Context: an optimization exercise on an open-source flow, tuned for small area. The choices shown serve that exercise and are no tape-out recipe.
Only simulation tests tie the RTL to the original design; equivalence was not proved.
No activity file was given, so power comes from the tool's default toggle rates.

$ cat flow/config.mk
export PLATFORM = sky130hd
export DESIGN_NAME = lcd
export DESIGN_NICKNAME = lcd
export VERILOG_FILES = /design/flow/design.v
export SDC_FILE = /design/flow/constraint.sdc
export NUM_CORES = 4
export LEC_CHECK = 0
export CAP_MARGIN = 20
export CORE_MARGIN = 2
export CORE_UTILIZATION = 45
export PLACE_DENSITY = 0.6
export SLEW_MARGIN = 20
$ cat flow/constraint.sdc
create_clock -name core_clock -period 10.0 [get_ports {clk}]
set_input_delay 2.0000 -clock core_clock [delete_from_list [all_inputs] [get_ports {clk}]]
set_output_delay 2.0000 -clock core_clock [all_outputs]
set_load 0.01 [all_outputs]
$ cat flow/design.v
module lcd (clk, rst, in__data, in__valid, out__rs, out__lcd_out, out__rw, out__ready, out__en);
    input clk;
    input rst;
    input [7:0] in__data;
    input in__valid;
    output out__rs;
    output [7:0] out__lcd_out;
    output out__rw;
    output out__ready;
    output out__en;
    reg reg__ready__6;
    reg reg__en__11;
    reg reg__rs__15;
    reg reg__rw__19;
    reg [7:0] reg__lcd_out__23;
    reg [15:0] reg__ctr__34;
    reg [15:0] reg__ctr__53;
    reg [15:0] reg__ctr__68;
    reg [17:0] reg__ctr__82;
    reg [15:0] reg__ctr__103;
    reg [15:0] reg__ctr__118;
    reg [15:0] reg__ctr__133;
    reg [17:0] reg__ctr__147;
    reg [15:0] reg__ctr__165;
    reg [15:0] reg__ctr__180;
    reg [15:0] reg__ctr__195;
    reg [17:0] reg__ctr__209;
    reg [15:0] reg__ctr__227;
    reg [15:0] reg__ctr__242;
    reg [15:0] reg__ctr__257;
    reg [15:0] reg__ctr__276;
    reg [15:0] reg__ctr__291;
    reg [15:0] reg__ctr__306;
    reg [15:0] reg__ctr__325;
    reg [15:0] reg__ctr__340;
    reg [15:0] reg__ctr__355;
    reg [15:0] reg__ctr__374;
    reg [15:0] reg__ctr__389;
    reg [15:0] reg__ctr__404;
    reg [4:0] reg__count__417;
    reg [7:0] reg__latched__433;
    reg [15:0] reg__ctr__446;
    reg [15:0] reg__ctr__461;
    reg [15:0] reg__ctr__476;
    assign out__rs = reg__rs__15;
    assign out__lcd_out = reg__lcd_out__23;
    assign out__rw = reg__rw__19;
    assign out__ready = reg__ready__6;
    assign out__en = reg__en__11;
    wire [7:0] __0 = in__data;
    wire __1 = in__valid;
    wire __7 = reg__ready__6;
    wire __8 = 1'b0;
    wire __12 = reg__en__11;
    wire __16 = reg__rs__15;
    wire __20 = reg__rw__19;
    wire [7:0] __24 = reg__lcd_out__23;
    wire [7:0] __25 = 8'd0;
    wire [7:0] __31 = 8'd56;
    wire [15:0] __35 = reg__ctr__34;
    wire [15:0] __36 = 16'd0;
    wire [15:0] __38 = 16'd50000;
    wire __39 = (__35 != __38);
    wire [15:0] __47 = 16'd1;
    wire [15:0] __48 = (__35 + __47);
    wire __50 = 1'b1;
    wire [15:0] __54 = reg__ctr__53;
    wire __56 = (__54 != __38);
    wire [15:0] __64 = (__54 + __47);
    wire [15:0] __69 = reg__ctr__68;
    wire __71 = (__69 != __38);
    wire [15:0] __79 = (__69 + __47);
    wire [17:0] __83 = reg__ctr__82;
    wire [17:0] __84 = 18'd0;
    wire [17:0] __86 = 18'd205000;
    wire __87 = (__83 != __86);
    wire [17:0] __95 = 18'd1;
    wire [17:0] __96 = (__83 + __95);
    wire [15:0] __104 = reg__ctr__103;
    wire __106 = (__104 != __38);
    wire [15:0] __114 = (__104 + __47);
    wire [15:0] __119 = reg__ctr__118;
    wire __121 = (__119 != __38);
    wire [15:0] __129 = (__119 + __47);
    wire [15:0] __134 = reg__ctr__133;
    wire __136 = (__134 != __38);
    wire [15:0] __144 = (__134 + __47);
    wire [17:0] __148 = reg__ctr__147;
    wire __150 = (__148 != __86);
    wire [17:0] __158 = (__148 + __95);
    wire [15:0] __166 = reg__ctr__165;
    wire __168 = (__166 != __38);
    wire [15:0] __176 = (__166 + __47);
    wire [15:0] __181 = reg__ctr__180;
    wire __183 = (__181 != __38);
    wire [15:0] __191 = (__181 + __47);
    wire [15:0] __196 = reg__ctr__195;
    wire __198 = (__196 != __38);
    wire [15:0] __206 = (__196 + __47);
    wire [17:0] __210 = reg__ctr__209;
    wire __212 = (__210 != __86);
    wire [17:0] __220 = (__210 + __95);
    wire [15:0] __228 = reg__ctr__227;
    wire __230 = (__228 != __38);
    wire [15:0] __238 = (__228 + __47);
    wire [15:0] __243 = reg__ctr__242;
    wire __245 = (__243 != __38);
    wire [15:0] __253 = (__243 + __47);
    wire [15:0] __258 = reg__ctr__257;
    wire __260 = (__258 != __38);
    wire [15:0] __268 = (__258 + __47);
    wire [7:0] __273 = 8'd1;
    wire [15:0] __277 = reg__ctr__276;
    wire __279 = (__277 != __38);
    wire [15:0] __287 = (__277 + __47);
    wire [15:0] __292 = reg__ctr__291;
    wire __294 = (__292 != __38);
    wire [15:0] __302 = (__292 + __47);
    wire [15:0] __307 = reg__ctr__306;
    wire __309 = (__307 != __38);
    wire [15:0] __317 = (__307 + __47);
    wire [7:0] __322 = 8'd14;
    wire [15:0] __326 = reg__ctr__325;
    wire __328 = (__326 != __38);
    wire [15:0] __336 = (__326 + __47);
    wire [15:0] __341 = reg__ctr__340;
    wire __343 = (__341 != __38);
    wire [15:0] __351 = (__341 + __47);
    wire [15:0] __356 = reg__ctr__355;
    wire __358 = (__356 != __38);
    wire [15:0] __366 = (__356 + __47);
    wire [7:0] __371 = 8'd6;
    wire [15:0] __375 = reg__ctr__374;
    wire __377 = (__375 != __38);
    wire [15:0] __385 = (__375 + __47);
    wire [15:0] __390 = reg__ctr__389;
    wire __392 = (__390 != __38);
    wire [15:0] __400 = (__390 + __47);
    wire [15:0] __405 = reg__ctr__404;
    wire __407 = (__405 != __38);
    wire [15:0] __415 = (__405 + __47);
    wire [4:0] __418 = reg__count__417;
    wire [4:0] __419 = 5'd0;
    wire __424 = (! __1);
    wire [7:0] __434 = reg__latched__433;
    wire [15:0] __447 = reg__ctr__446;
    wire __449 = (__447 != __38);
    wire [15:0] __457 = (__447 + __47);
    wire [15:0] __462 = reg__ctr__461;
    wire __464 = (__462 != __38);
    wire [15:0] __472 = (__462 + __47);
    wire [15:0] __477 = reg__ctr__476;
    wire __479 = (__477 != __38);
    wire [15:0] __487 = (__477 + __47);
    wire __489 = (__114 != __38);
    wire __490 = (__50 && __489);
    wire __491 = (! __489);
    wire __492 = (__50 && __491);
    wire __493 = (__487 != __38);
    wire __494 = (__50 && __493);
    wire __495 = (! __493);
    wire __496 = (__50 && __495);
    wire __497 = (__457 != __38);
    wire __498 = (__50 && __497);
    wire __499 = (! __497);
    wire __500 = (__50 && __499);
    wire __501 = (__472 != __38);
    wire __502 = (__50 && __501);
    wire __503 = (! __501);
    wire __504 = (__50 && __503);
    wire __505 = (__253 != __38);
    wire __506 = (__50 && __505);
    wire __507 = (! __505);
    wire __508 = (__50 && __507);
    wire __509 = (__317 != __38);
    wire __510 = (__50 && __509);
    wire __511 = (! __509);
    wire __512 = (__50 && __511);
    wire __513 = (__220 != __86);
    wire __514 = (__50 && __513);
    wire __515 = (! __513);
    wire __516 = (__50 && __515);
    wire __517 = (__268 != __38);
    wire __518 = (__50 && __517);
    wire __519 = (! __517);
    wire __520 = (__50 && __519);
    wire __521 = (__415 != __38);
    wire __522 = (__50 && __521);
    wire __523 = (! __521);
    wire __524 = (__50 && __523);
    wire __525 = (__191 != __38);
    wire __526 = (__50 && __525);
    wire __527 = (! __525);
    wire __528 = (__50 && __527);
    wire __529 = (__287 != __38);
    wire __530 = (__50 && __529);
    wire __531 = (! __529);
    wire __532 = (__50 && __531);
    wire __533 = (__48 != __38);
    wire __534 = (__50 && __533);
    wire __535 = (! __533);
    wire __536 = (__50 && __535);
    wire __537 = (__96 != __86);
    wire __538 = (__50 && __537);
    wire __539 = (! __537);
    wire __540 = (__50 && __539);
    wire __541 = (__351 != __38);
    wire __542 = (__50 && __541);
    wire __543 = (! __541);
    wire __544 = (__50 && __543);
    wire __545 = (__79 != __38);
    wire __546 = (__50 && __545);
    wire __547 = (! __545);
    wire __548 = (__50 && __547);
    wire __549 = (__158 != __86);
    wire __550 = (__50 && __549);
    wire __551 = (! __549);
    wire __552 = (__50 && __551);
    wire __553 = (__206 != __38);
    wire __554 = (__50 && __553);
    wire __555 = (! __553);
    wire __556 = (__50 && __555);
    wire __557 = (__238 != __38);
    wire __558 = (__50 && __557);
    wire __559 = (! __557);
    wire __560 = (__50 && __559);
    wire __561 = (__302 != __38);
    wire __562 = (__50 && __561);
    wire __563 = (! __561);
    wire __564 = (__50 && __563);
    wire __565 = (__366 != __38);
    wire __566 = (__50 && __565);
    wire __567 = (! __565);
    wire __568 = (__50 && __567);
    wire __569 = (__129 != __38);
    wire __570 = (__50 && __569);
    wire __571 = (! __569);
    wire __572 = (__50 && __571);
    wire __573 = (__385 != __38);
    wire __574 = (__50 && __573);
    wire __575 = (! __573);
    wire __576 = (__50 && __575);
    wire __577 = (__144 != __38);
    wire __578 = (__50 && __577);
    wire __579 = (! __577);
    wire __580 = (__50 && __579);
    wire __581 = (__400 != __38);
    wire __582 = (__50 && __581);
    wire __583 = (! __581);
    wire __584 = (__50 && __583);
    wire __585 = (__176 != __38);
    wire __586 = (__50 && __585);
    wire __587 = (! __585);
    wire __588 = (__50 && __587);
    wire __589 = (__64 != __38);
    wire __590 = (__50 && __589);
    wire __591 = (! __589);
    wire __592 = (__50 && __591);
    wire __593 = (__336 != __38);
    wire __594 = (__50 && __593);
    wire __595 = (! __593);
    wire __596 = (__50 && __595);
    wire __597 = (__496 && __424);
    wire __598 = (__524 && __424);
    wire __599 = (__50 && __424);
    wire __600 = (! __424);
    wire __601 = (__496 && __600);
    wire __602 = (__524 && __600);
    wire __603 = (__50 && __600);
    wire __604 = (__494 || __601);
    wire __605 = (__494 ? __7 : __50);
    wire [15:0] __606 = (__494 ? __487 : __487);
    wire [7:0] __607 = (__494 ? __434 : __0);
    wire __608 = (__604 || __597);
    wire __609 = (__604 ? __605 : __50);
    wire [15:0] __610 = (__604 ? __606 : __487);
    wire [7:0] __611 = (__604 ? __607 : __434);
    wire __612 = (__504 || __502);
    wire [15:0] __613 = (__504 ? __472 : __472);
    wire __614 = (__504 ? __8 : __12);
    wire [15:0] __615 = (__504 ? __36 : __477);
    wire __616 = (__500 || __498);
    wire [15:0] __617 = (__500 ? __36 : __462);
    wire __618 = (__500 ? __50 : __12);
    wire [15:0] __619 = (__500 ? __457 : __457);
    wire __620 = (__518 || __520);
    wire [15:0] __621 = (__518 ? __268 : __268);
    wire __622 = (__518 ? __20 : __8);
    wire [15:0] __623 = (__518 ? __277 : __36);
    wire [7:0] __624 = (__518 ? __24 : __273);
    wire __625 = (__518 ? __16 : __8);
    wire __626 = (__514 || __516);
    wire [17:0] __627 = (__514 ? __220 : __220);
    wire [15:0] __628 = (__514 ? __228 : __36);
    wire __629 = (__514 ? __20 : __8);
    wire [7:0] __630 = (__514 ? __24 : __31);
    wire __631 = (__514 ? __16 : __8);
    wire __632 = (__510 || __512);
    wire __633 = (__510 ? __20 : __8);
    wire [15:0] __634 = (__510 ? __317 : __317);
    wire [15:0] __635 = (__510 ? __326 : __36);
    wire [7:0] __636 = (__510 ? __24 : __322);
    wire __637 = (__510 ? __16 : __8);
    wire __638 = (__508 || __506);
    wire [15:0] __639 = (__508 ? __36 : __258);
    wire [15:0] __640 = (__508 ? __253 : __253);
    wire __641 = (__508 ? __8 : __12);
    wire __642 = (__564 || __562);
    wire [15:0] __643 = (__564 ? __302 : __302);
    wire [15:0] __644 = (__564 ? __36 : __307);
    wire __645 = (__564 ? __8 : __12);
    wire __646 = (__566 || __568);
    wire __647 = (__566 ? __20 : __8);
    wire [15:0] __648 = (__566 ? __366 : __366);
    wire [15:0] __649 = (__566 ? __375 : __36);
    wire [7:0] __650 = (__566 ? __24 : __371);
    wire __651 = (__566 ? __16 : __8);
    wire __652 = (__550 || __552);
    wire __653 = (__550 ? __20 : __8);
    wire [17:0] __654 = (__550 ? __158 : __158);
    wire [15:0] __655 = (__550 ? __166 : __36);
    wire [7:0] __656 = (__550 ? __24 : __31);
    wire __657 = (__550 ? __16 : __8);
    wire __658 = (__556 || __554);
    wire [17:0] __659 = (__556 ? __84 : __210);
    wire [15:0] __660 = (__556 ? __206 : __206);
    wire __661 = (__560 || __558);
    wire [15:0] __662 = (__560 ? __238 : __238);
    wire [15:0] __663 = (__560 ? __36 : __243);
    wire __664 = (__560 ? __50 : __12);
    wire __665 = (__532 || __530);
    wire [15:0] __666 = (__532 ? __36 : __292);
    wire [15:0] __667 = (__532 ? __287 : __287);
    wire __668 = (__532 ? __50 : __12);
    wire __669 = (__534 || __536);
    wire [15:0] __670 = (__534 ? __48 : __48);
    wire [15:0] __671 = (__534 ? __54 : __36);
    wire __672 = (__534 ? __12 : __50);
    wire __673 = (__546 || __548);
    wire [17:0] __674 = (__546 ? __83 : __84);
    wire [15:0] __675 = (__546 ? __79 : __79);
    wire __676 = (__538 || __540);
    wire __677 = (__538 ? __20 : __8);
    wire [17:0] __678 = (__538 ? __96 : __96);
    wire [15:0] __679 = (__538 ? __104 : __36);
    wire [7:0] __680 = (__538 ? __24 : __31);
    wire __681 = (__538 ? __16 : __8);
    wire __682 = (__544 || __542);
    wire [15:0] __683 = (__544 ? __36 : __356);
    wire [15:0] __684 = (__544 ? __351 : __351);
    wire __685 = (__544 ? __8 : __12);
    wire __686 = (__602 || __522);
    wire __687 = (__602 ? __50 : __7);
    wire [15:0] __688 = (__602 ? __415 : __415);
    wire [7:0] __689 = (__602 ? __0 : __434);
    wire [4:0] __690 = (__602 ? __419 : __418);
    wire __691 = (__686 || __598);
    wire __692 = (__686 ? __687 : __50);
    wire [15:0] __693 = (__686 ? __688 : __415);
    wire [7:0] __694 = (__686 ? __689 : __434);
    wire [4:0] __695 = (__686 ? __690 : __419);
    wire __696 = (__528 || __526);
    wire [15:0] __697 = (__528 ? __36 : __196);
    wire [15:0] __698 = (__528 ? __191 : __191);
    wire __699 = (__528 ? __8 : __12);
    wire __700 = (__592 || __590);
    wire [15:0] __701 = (__592 ? __64 : __64);
    wire [15:0] __702 = (__592 ? __36 : __69);
    wire __703 = (__592 ? __8 : __12);
    wire __704 = (__596 || __594);
    wire [15:0] __705 = (__596 ? __336 : __336);
    wire [15:0] __706 = (__596 ? __36 : __341);
    wire __707 = (__596 ? __50 : __12);
    wire __708 = (__580 || __578);
    wire [17:0] __709 = (__580 ? __84 : __148);
    wire [15:0] __710 = (__580 ? __144 : __144);
    wire __711 = (__584 || __582);
    wire [15:0] __712 = (__584 ? __400 : __400);
    wire [15:0] __713 = (__584 ? __36 : __405);
    wire __714 = (__584 ? __8 : __12);
    wire __715 = (__588 || __586);
    wire [15:0] __716 = (__588 ? __176 : __176);
    wire [15:0] __717 = (__588 ? __36 : __181);
    wire __718 = (__588 ? __50 : __12);
    wire __719 = (__603 || __599);
    wire [7:0] __720 = (__603 ? __0 : __434);
    wire __721 = (__572 || __570);
    wire [15:0] __722 = (__572 ? __36 : __134);
    wire [15:0] __723 = (__572 ? __129 : __129);
    wire __724 = (__572 ? __8 : __12);
    wire __725 = (__576 || __574);
    wire [15:0] __726 = (__576 ? __36 : __390);
    wire [15:0] __727 = (__576 ? __385 : __385);
    wire __728 = (__576 ? __50 : __12);
    wire __729 = (__492 || __490);
    wire [15:0] __730 = (__492 ? __114 : __114);
    wire [15:0] __731 = (__492 ? __36 : __119);
    wire __732 = (__492 ? __50 : __12);
    reg [4:0] state__;
    always @(posedge clk)
        if (rst) begin
            case (1'b1)
                __50: state__ <= 5'd0;
            endcase
            reg__ready__6 <= __8;
            reg__en__11 <= __8;
            reg__rs__15 <= __8;
            reg__rw__19 <= __8;
            reg__lcd_out__23 <= __31;
            reg__ctr__34 <= __36;
        end else case (state__)
            5'd0: begin
                case (1'b1)
                    __534: state__ <= 5'd0;
                    __536: state__ <= 5'd1;
                endcase
                reg__en__11 <= __672;
                reg__ctr__34 <= __670;
                reg__ctr__53 <= __671;
            end
            5'd1: begin
                case (1'b1)
                    __592: state__ <= 5'd2;
                    __590: state__ <= 5'd1;
                endcase
                reg__en__11 <= __703;
                reg__ctr__53 <= __701;
                reg__ctr__68 <= __702;
            end
            5'd2: begin
                case (1'b1)
                    __546: state__ <= 5'd2;
                    __548: state__ <= 5'd3;
                endcase
                reg__ctr__68 <= __675;
                reg__ctr__82 <= __674;
            end
            5'd3: begin
                case (1'b1)
                    __538: state__ <= 5'd3;
                    __540: state__ <= 5'd4;
                endcase
                reg__rs__15 <= __681;
                reg__rw__19 <= __677;
                reg__lcd_out__23 <= __680;
                reg__ctr__82 <= __678;
                reg__ctr__103 <= __679;
            end
            5'd4: begin
                case (1'b1)
                    __492: state__ <= 5'd5;
                    __490: state__ <= 5'd4;
                endcase
                reg__en__11 <= __732;
                reg__ctr__103 <= __730;
                reg__ctr__118 <= __731;
            end
            5'd5: begin
                case (1'b1)
                    __572: state__ <= 5'd6;
                    __570: state__ <= 5'd5;
                endcase
                reg__en__11 <= __724;
                reg__ctr__118 <= __723;
                reg__ctr__133 <= __722;
            end
            5'd6: begin
                case (1'b1)
                    __580: state__ <= 5'd7;
                    __578: state__ <= 5'd6;
                endcase
                reg__ctr__133 <= __710;
                reg__ctr__147 <= __709;
            end
            5'd7: begin
                case (1'b1)
                    __550: state__ <= 5'd7;
                    __552: state__ <= 5'd8;
                endcase
                reg__rs__15 <= __657;
                reg__rw__19 <= __653;
                reg__lcd_out__23 <= __656;
                reg__ctr__147 <= __654;
                reg__ctr__165 <= __655;
            end
            5'd8: begin
                case (1'b1)
                    __588: state__ <= 5'd9;
                    __586: state__ <= 5'd8;
                endcase
                reg__en__11 <= __718;
                reg__ctr__165 <= __716;
                reg__ctr__180 <= __717;
            end
            5'd9: begin
                case (1'b1)
                    __528: state__ <= 5'd10;
                    __526: state__ <= 5'd9;
                endcase
                reg__en__11 <= __699;
                reg__ctr__180 <= __698;
                reg__ctr__195 <= __697;
            end
            5'd10: begin
                case (1'b1)
                    __556: state__ <= 5'd11;
                    __554: state__ <= 5'd10;
                endcase
                reg__ctr__195 <= __660;
                reg__ctr__209 <= __659;
            end
            5'd11: begin
                case (1'b1)
                    __514: state__ <= 5'd11;
                    __516: state__ <= 5'd12;
                endcase
                reg__rs__15 <= __631;
                reg__rw__19 <= __629;
                reg__lcd_out__23 <= __630;
                reg__ctr__209 <= __627;
                reg__ctr__227 <= __628;
            end
            5'd12: begin
                case (1'b1)
                    __560: state__ <= 5'd13;
                    __558: state__ <= 5'd12;
                endcase
                reg__en__11 <= __664;
                reg__ctr__227 <= __662;
                reg__ctr__242 <= __663;
            end
            5'd13: begin
                case (1'b1)
                    __508: state__ <= 5'd14;
                    __506: state__ <= 5'd13;
                endcase
                reg__en__11 <= __641;
                reg__ctr__242 <= __640;
                reg__ctr__257 <= __639;
            end
            5'd14: begin
                case (1'b1)
                    __518: state__ <= 5'd14;
                    __520: state__ <= 5'd15;
                endcase
                reg__rs__15 <= __625;
                reg__rw__19 <= __622;
                reg__lcd_out__23 <= __624;
                reg__ctr__257 <= __621;
                reg__ctr__276 <= __623;
            end
            5'd15: begin
                case (1'b1)
                    __532: state__ <= 5'd16;
                    __530: state__ <= 5'd15;
                endcase
                reg__en__11 <= __668;
                reg__ctr__276 <= __667;
                reg__ctr__291 <= __666;
            end
            5'd16: begin
                case (1'b1)
                    __564: state__ <= 5'd17;
                    __562: state__ <= 5'd16;
                endcase
                reg__en__11 <= __645;
                reg__ctr__291 <= __643;
                reg__ctr__306 <= __644;
            end
            5'd17: begin
                case (1'b1)
                    __510: state__ <= 5'd17;
                    __512: state__ <= 5'd18;
                endcase
                reg__rs__15 <= __637;
                reg__rw__19 <= __633;
                reg__lcd_out__23 <= __636;
                reg__ctr__306 <= __634;
                reg__ctr__325 <= __635;
            end
            5'd18: begin
                case (1'b1)
                    __596: state__ <= 5'd19;
                    __594: state__ <= 5'd18;
                endcase
                reg__en__11 <= __707;
                reg__ctr__325 <= __705;
                reg__ctr__340 <= __706;
            end
            5'd19: begin
                case (1'b1)
                    __544: state__ <= 5'd20;
                    __542: state__ <= 5'd19;
                endcase
                reg__en__11 <= __685;
                reg__ctr__340 <= __684;
                reg__ctr__355 <= __683;
            end
            5'd20: begin
                case (1'b1)
                    __566: state__ <= 5'd20;
                    __568: state__ <= 5'd21;
                endcase
                reg__rs__15 <= __651;
                reg__rw__19 <= __647;
                reg__lcd_out__23 <= __650;
                reg__ctr__355 <= __648;
                reg__ctr__374 <= __649;
            end
            5'd21: begin
                case (1'b1)
                    __576: state__ <= 5'd22;
                    __574: state__ <= 5'd21;
                endcase
                reg__en__11 <= __728;
                reg__ctr__374 <= __727;
                reg__ctr__389 <= __726;
            end
            5'd22: begin
                case (1'b1)
                    __584: state__ <= 5'd23;
                    __582: state__ <= 5'd22;
                endcase
                reg__en__11 <= __714;
                reg__ctr__389 <= __712;
                reg__ctr__404 <= __713;
            end
            5'd23: begin
                case (1'b1)
                    __602: state__ <= 5'd25;
                    __522: state__ <= 5'd23;
                    __598: state__ <= 5'd24;
                endcase
                reg__ready__6 <= __692;
                reg__ctr__404 <= __693;
                reg__count__417 <= __695;
                reg__latched__433 <= __694;
            end
            5'd24: begin
                case (1'b1)
                    __603: state__ <= 5'd25;
                    __599: state__ <= 5'd24;
                endcase
                reg__latched__433 <= __720;
            end
            5'd25: begin
                case (1'b1)
                    __50: state__ <= 5'd26;
                endcase
                reg__ready__6 <= __8;
                reg__rs__15 <= __50;
                reg__rw__19 <= __8;
                reg__lcd_out__23 <= __434;
                reg__ctr__446 <= __36;
            end
            5'd26: begin
                case (1'b1)
                    __500: state__ <= 5'd27;
                    __498: state__ <= 5'd26;
                endcase
                reg__en__11 <= __618;
                reg__ctr__446 <= __619;
                reg__ctr__461 <= __617;
            end
            5'd27: begin
                case (1'b1)
                    __504: state__ <= 5'd28;
                    __502: state__ <= 5'd27;
                endcase
                reg__en__11 <= __614;
                reg__ctr__461 <= __613;
                reg__ctr__476 <= __615;
            end
            5'd28: begin
                case (1'b1)
                    __494: state__ <= 5'd28;
                    __601: state__ <= 5'd25;
                    __597: state__ <= 5'd24;
                endcase
                reg__ready__6 <= __609;
                reg__latched__433 <= __611;
                reg__ctr__476 <= __610;
            end
        endcase
endmodule
$ cat flow/run.sh
#!/bin/bash
# synth_recipe.tcl (not shown) runs the flow's synth.tcl, then flattens the netlist and writes it again
# the make line also repeats each setting of config.mk as NAME=value (left out here)
make -C /OpenROAD-flow-scripts/flow DESIGN_CONFIG=/design/flow/config.mk WORK_HOME=/design/flow/orfs CLKGATE_MAP_FILE= SYNTH_SCRIPT=/design/flow/synth_recipe.tcl finish
==> flow_summary.toml <==
[status]
run_status = "complete, no violations"

[finish]
total_area_of_multi_input_combinational_cells_mm2 = 0.0147
fill_cells = 5884
syn_to_final_growth_pct = 9.25
final_layout_size_suffix_gt1_share_pct = 5.85
layout.area.seq_mm2 = 0.0136
biggestRegsByFlops = "reg__ctr__147 x18, reg__ctr__209 x18, reg__ctr__82 x18"
nNetsFinal = 3091
finish.utilization_pct = 49.5

[grt]
pin_count_of_the_biggest_net_entering_global_routing = 64
track_usage_pct = 19.0
grt_pass1_wl_mm = 106
first_global_vias = 20951
antenna_violations_before_repair = 2
grt-ovfl-total = 0

[sta]
final.period_utilization_pct = 38.6
finalHoldViolations = 0
max_freq_mhz = 259
final_max_slew_viol_count = 0
worst_hold_check_slack_ns = 0.453
fin_skew_ns = 0.0181
final.setup.tns_ns = 0
tightest_slew_ns = 1.07
grt_setup_unrepaired = "false"
setup_violations = 0
period_minus_slack_ns = 3.86
timing.max_slew.rel_slack_pct = 28.9

[pwr]
power_per_unit_of_standard_cell_area_mw_per_mm2 = 146
p_leak_uw = 0.0102
irDropWorstVdd_mv = 0.150

[setup_path]
crit_arrival_ns = 4.08
startpoint_type = "register"
worst_ep_required_time_ns = 10.22
crit_path_start = "reg__ctr__476[0]"
critical_path.endpoint_type = "register"
critPathMaxFanout = 8
r2r.worst_path.cells = 8
r2r_start = "reg__ctr__476[0]"
critical_path_class = "register to register"

[floorplanning]
dieHeight_um = 258
die_area_mm2 = 0.0666
core_mm2 = 0.0641
chipWidth_um = 258
starting_density_pct = 45.3
design.portCount = 23
rows = 93

[yosys]
mappedNetlistArea_mm2 = 0.0290
ys_types = 97
synth-edff-count = 430
syn_nets = 3121
ys_warn_count = 1
synth_cells = 3064
synth_top_cells_by_count = "sky130_fd_sc_hd__nor2_1, sky130_fd_sc_hd__edfxtp_1, sky130_fd_sc_hd__nand2_1"
yosys_most_used_dff = "sky130_fd_sc_hd__edfxtp_1"
yosys.area.top_type_share_pct = 44.5
syn_avg_cell_area_um2 = 9.48
synth_seq_cells = 462
synth_top_cell_by_area = "sky130_fd_sc_hd__edfxtp_1"
post-synth-top-count-cell = "sky130_fd_sc_hd__nor2_1"
synthArstFlopShare_pct = 0
synth_seq_area_share_pct = 46.7
synth_top_cells_by_area = "sky130_fd_sc_hd__edfxtp_1, sky130_fd_sc_hd__nor2_1, sky130_fd_sc_hd__xor2_1"

[clock_tree]
cts_num_sinks = 462
clk_transition_reported_paths_ns = 0.06
cts_resized = 0
clk_latency_ns = 0.60
setup_repair_bufs_after_cts = 0
cts-buffers-inserted = 54
cts_hold_repair.buffers = 0
cts_tree = "yes"
cts-htree-levels = 2
clk_path_buf_depth = 3
clockRootBuffer = "sky130_fd_sc_hd__clkbuf_16"

[drt]
final_antenna_net_count = 0
routed_via_density = 5.62
detail_route.drc_violations = 0
route.final.wire_length_mm = 64.3
drc_marker_count_from_the_first_detailed_route_iteration = 1771
dr.pass1.iters = 5
routedWlPerCell_um = 16.4
via_count = 22103

[worst_hold_path]
hp-class = "register to register"
startpoint_of_the_most_critical_hold_path = "reg__lcd_out__23[1]"
worstHoldPathCells = 2

[run]
maxCapViolations = 0

[placed_design]
dp_hpwl_mm = 45.0
gp_congestion = 0.860
port-buffer-count = 21
-- metrics by stage --
step                      setup WS, ns  std cells  total power [uW]  instance area, um^2
after floorplan                   5.62       3064              2600                29000
after global placement            5.80       3833              2750                30000
after detailed placement          5.86       3833              2750                30000
after CTS                         5.86       3933              4680                31700
after global routing              5.91       3934              4820                31700
final                             6.14       3934              4630                31700
-- metal layers --
| layer | vias up | global-route usage, % | part of all wire [%] |
|---|---|---|---|
| li1 | 11011 | - | - |
| met4 | 0 | 4.62 | 2.0 |
| met1 | 10634 | 26.5 | 48 |
| met5 | - | 0 | 0 |
| met2 | 373 | 31.3 | 46 |
| met3 | 85 | 2.71 | 4.1 |
-- worst paths after layout --
kind                     endpoint  slack [ns]
min           reg__lcd_out__23[1]        0.45
max          reg__latched__433[1]        6.14
max reg2reg  reg__latched__433[1]        6.14
min reg2reg   reg__lcd_out__23[1]        0.45
-- area by class of cell --
type,count,area share [%]
multi-input cells,2403,46.4
diodes,1,0.00789
clock buffers,68,4.62
well taps,855,3.37
inverters,61,0.722
flip-flops and latches,462,42.7
clock inverters,32,0.745
repair buffers,52,1.38
-- cells by family (layout without fill, tap and decap cells) --
logic type / after synthesis / in the layout / share of synthesized area (%)
AND/OR/NAND/NOR: 1597 / 1597 / 27.7
flip-flops: 462 / 462 / 46.7
buffers and inverters: 199 / 213 / 2.84
adder cells (fa/ha/maj): 46 / 46 / 1.98
multiplexers: 35 / 35 / 1.26
XOR/XNOR: 416 / 416 / 12.5
other: 1 / 2 / 0.0129
AO/OA/AOI/OAI: 308 / 308 / 7.04
-- power by group --
group	internal, uW	total, uW	switching, uW	leakage, uW
Combinational	162	472	311	0.00508
Sequential	2170	2250	79.3	0.00429
Clock	1110	1910	799	0.000849
Total	3440	4630	1190	0.0102
-- cell usage in the layout (no fill, tap or decap), types with 16 or more instances in the layout --
master	Yosys	layout
sky130_fd_sc_hd__clkdlybuf4s50_1	0	20
sky130_fd_sc_hd__buf_4	4	31
sky130_fd_sc_hd__clkbuf_16	0	56
sky130_fd_sc_hd__nand2b_1	29	29
sky130_fd_sc_hd__dfxtp_1	32	32
sky130_fd_sc_hd__inv_1	61	61
sky130_fd_sc_hd__nor2b_1	23	22
sky130_fd_sc_hd__xnor2_1	206	206
sky130_fd_sc_hd__nand2_1	252	252
sky130_fd_sc_hd__or3_1	30	30
sky130_fd_sc_hd__nor3_1	72	71
sky130_fd_sc_hd__and2_1	34	34
sky130_fd_sc_hd__a31oi_1	26	26
sky130_fd_sc_hd__or4_1	16	16
sky130_fd_sc_hd__xor2_1	210	210
sky130_fd_sc_hd__ha_1	46	46
sky130_fd_sc_hd__mux2i_1	23	23
sky130_fd_sc_hd__edfxtp_1	430	430
sky130_fd_sc_hd__and3_1	83	83
sky130_fd_sc_hd__nor4_1	48	45
sky130_fd_sc_hd__o22ai_1	17	17
sky130_fd_sc_hd__nor3b_1	27	27
sky130_fd_sc_hd__nand3_1	188	188
sky130_fd_sc_hd__o21ai_0	54	54
sky130_fd_sc_hd__nor2_1	564	564
sky130_fd_sc_hd__a21oi_1	88	83
sky130_fd_sc_hd__nand4_1	110	110
sky130_fd_sc_hd__and4_1	35	35
-- worst max-delay path, cell delays in order, from the launching register on --
cell                       delay [ns]
sky130_fd_sc_hd__edfxtp_1        0.37
sky130_fd_sc_hd__ha_1            0.28
sky130_fd_sc_hd__nand3_1         0.16
sky130_fd_sc_hd__nor4_2          0.45
sky130_fd_sc_hd__mux2_2          0.38
sky130_fd_sc_hd__mux2_2          0.25
sky130_fd_sc_hd__or4_1           0.62
sky130_fd_sc_hd__a22o_1          0.29
sky130_fd_sc_hd__nor4_4          0.69

afterwards: timing with drivers on the ports:
Ports are ideal in the flow. The routed layout listed here was re-timed in OpenROAD.
Step 1: set_driving_cell puts a clkbuf_16 on clk and a buf_2 on each other input, an assumption about the parent block.
Step 2 adds t to the input delays and takes it off the output delays; t is the mean of the earliest and latest rising clock arrival at the registers after step 1. Input paths then give back, and output paths get back, about the clock's delay inside the block.
a / b / c = ideal / step 1 / step 2; a / b = the first two.
t, ns: 0.651
setup WS [ns]: 6.141 / 6.141 / 5.812
hold slack, ns: 0.453 / 0.453 / 0.453
worst register clock-pin slew, ns: 0.06 / 0.06
After both steps this run still meets setup and hold. The setup slack of this run moves by 0.000 ns with the drivers and by -0.329 ns with both steps.
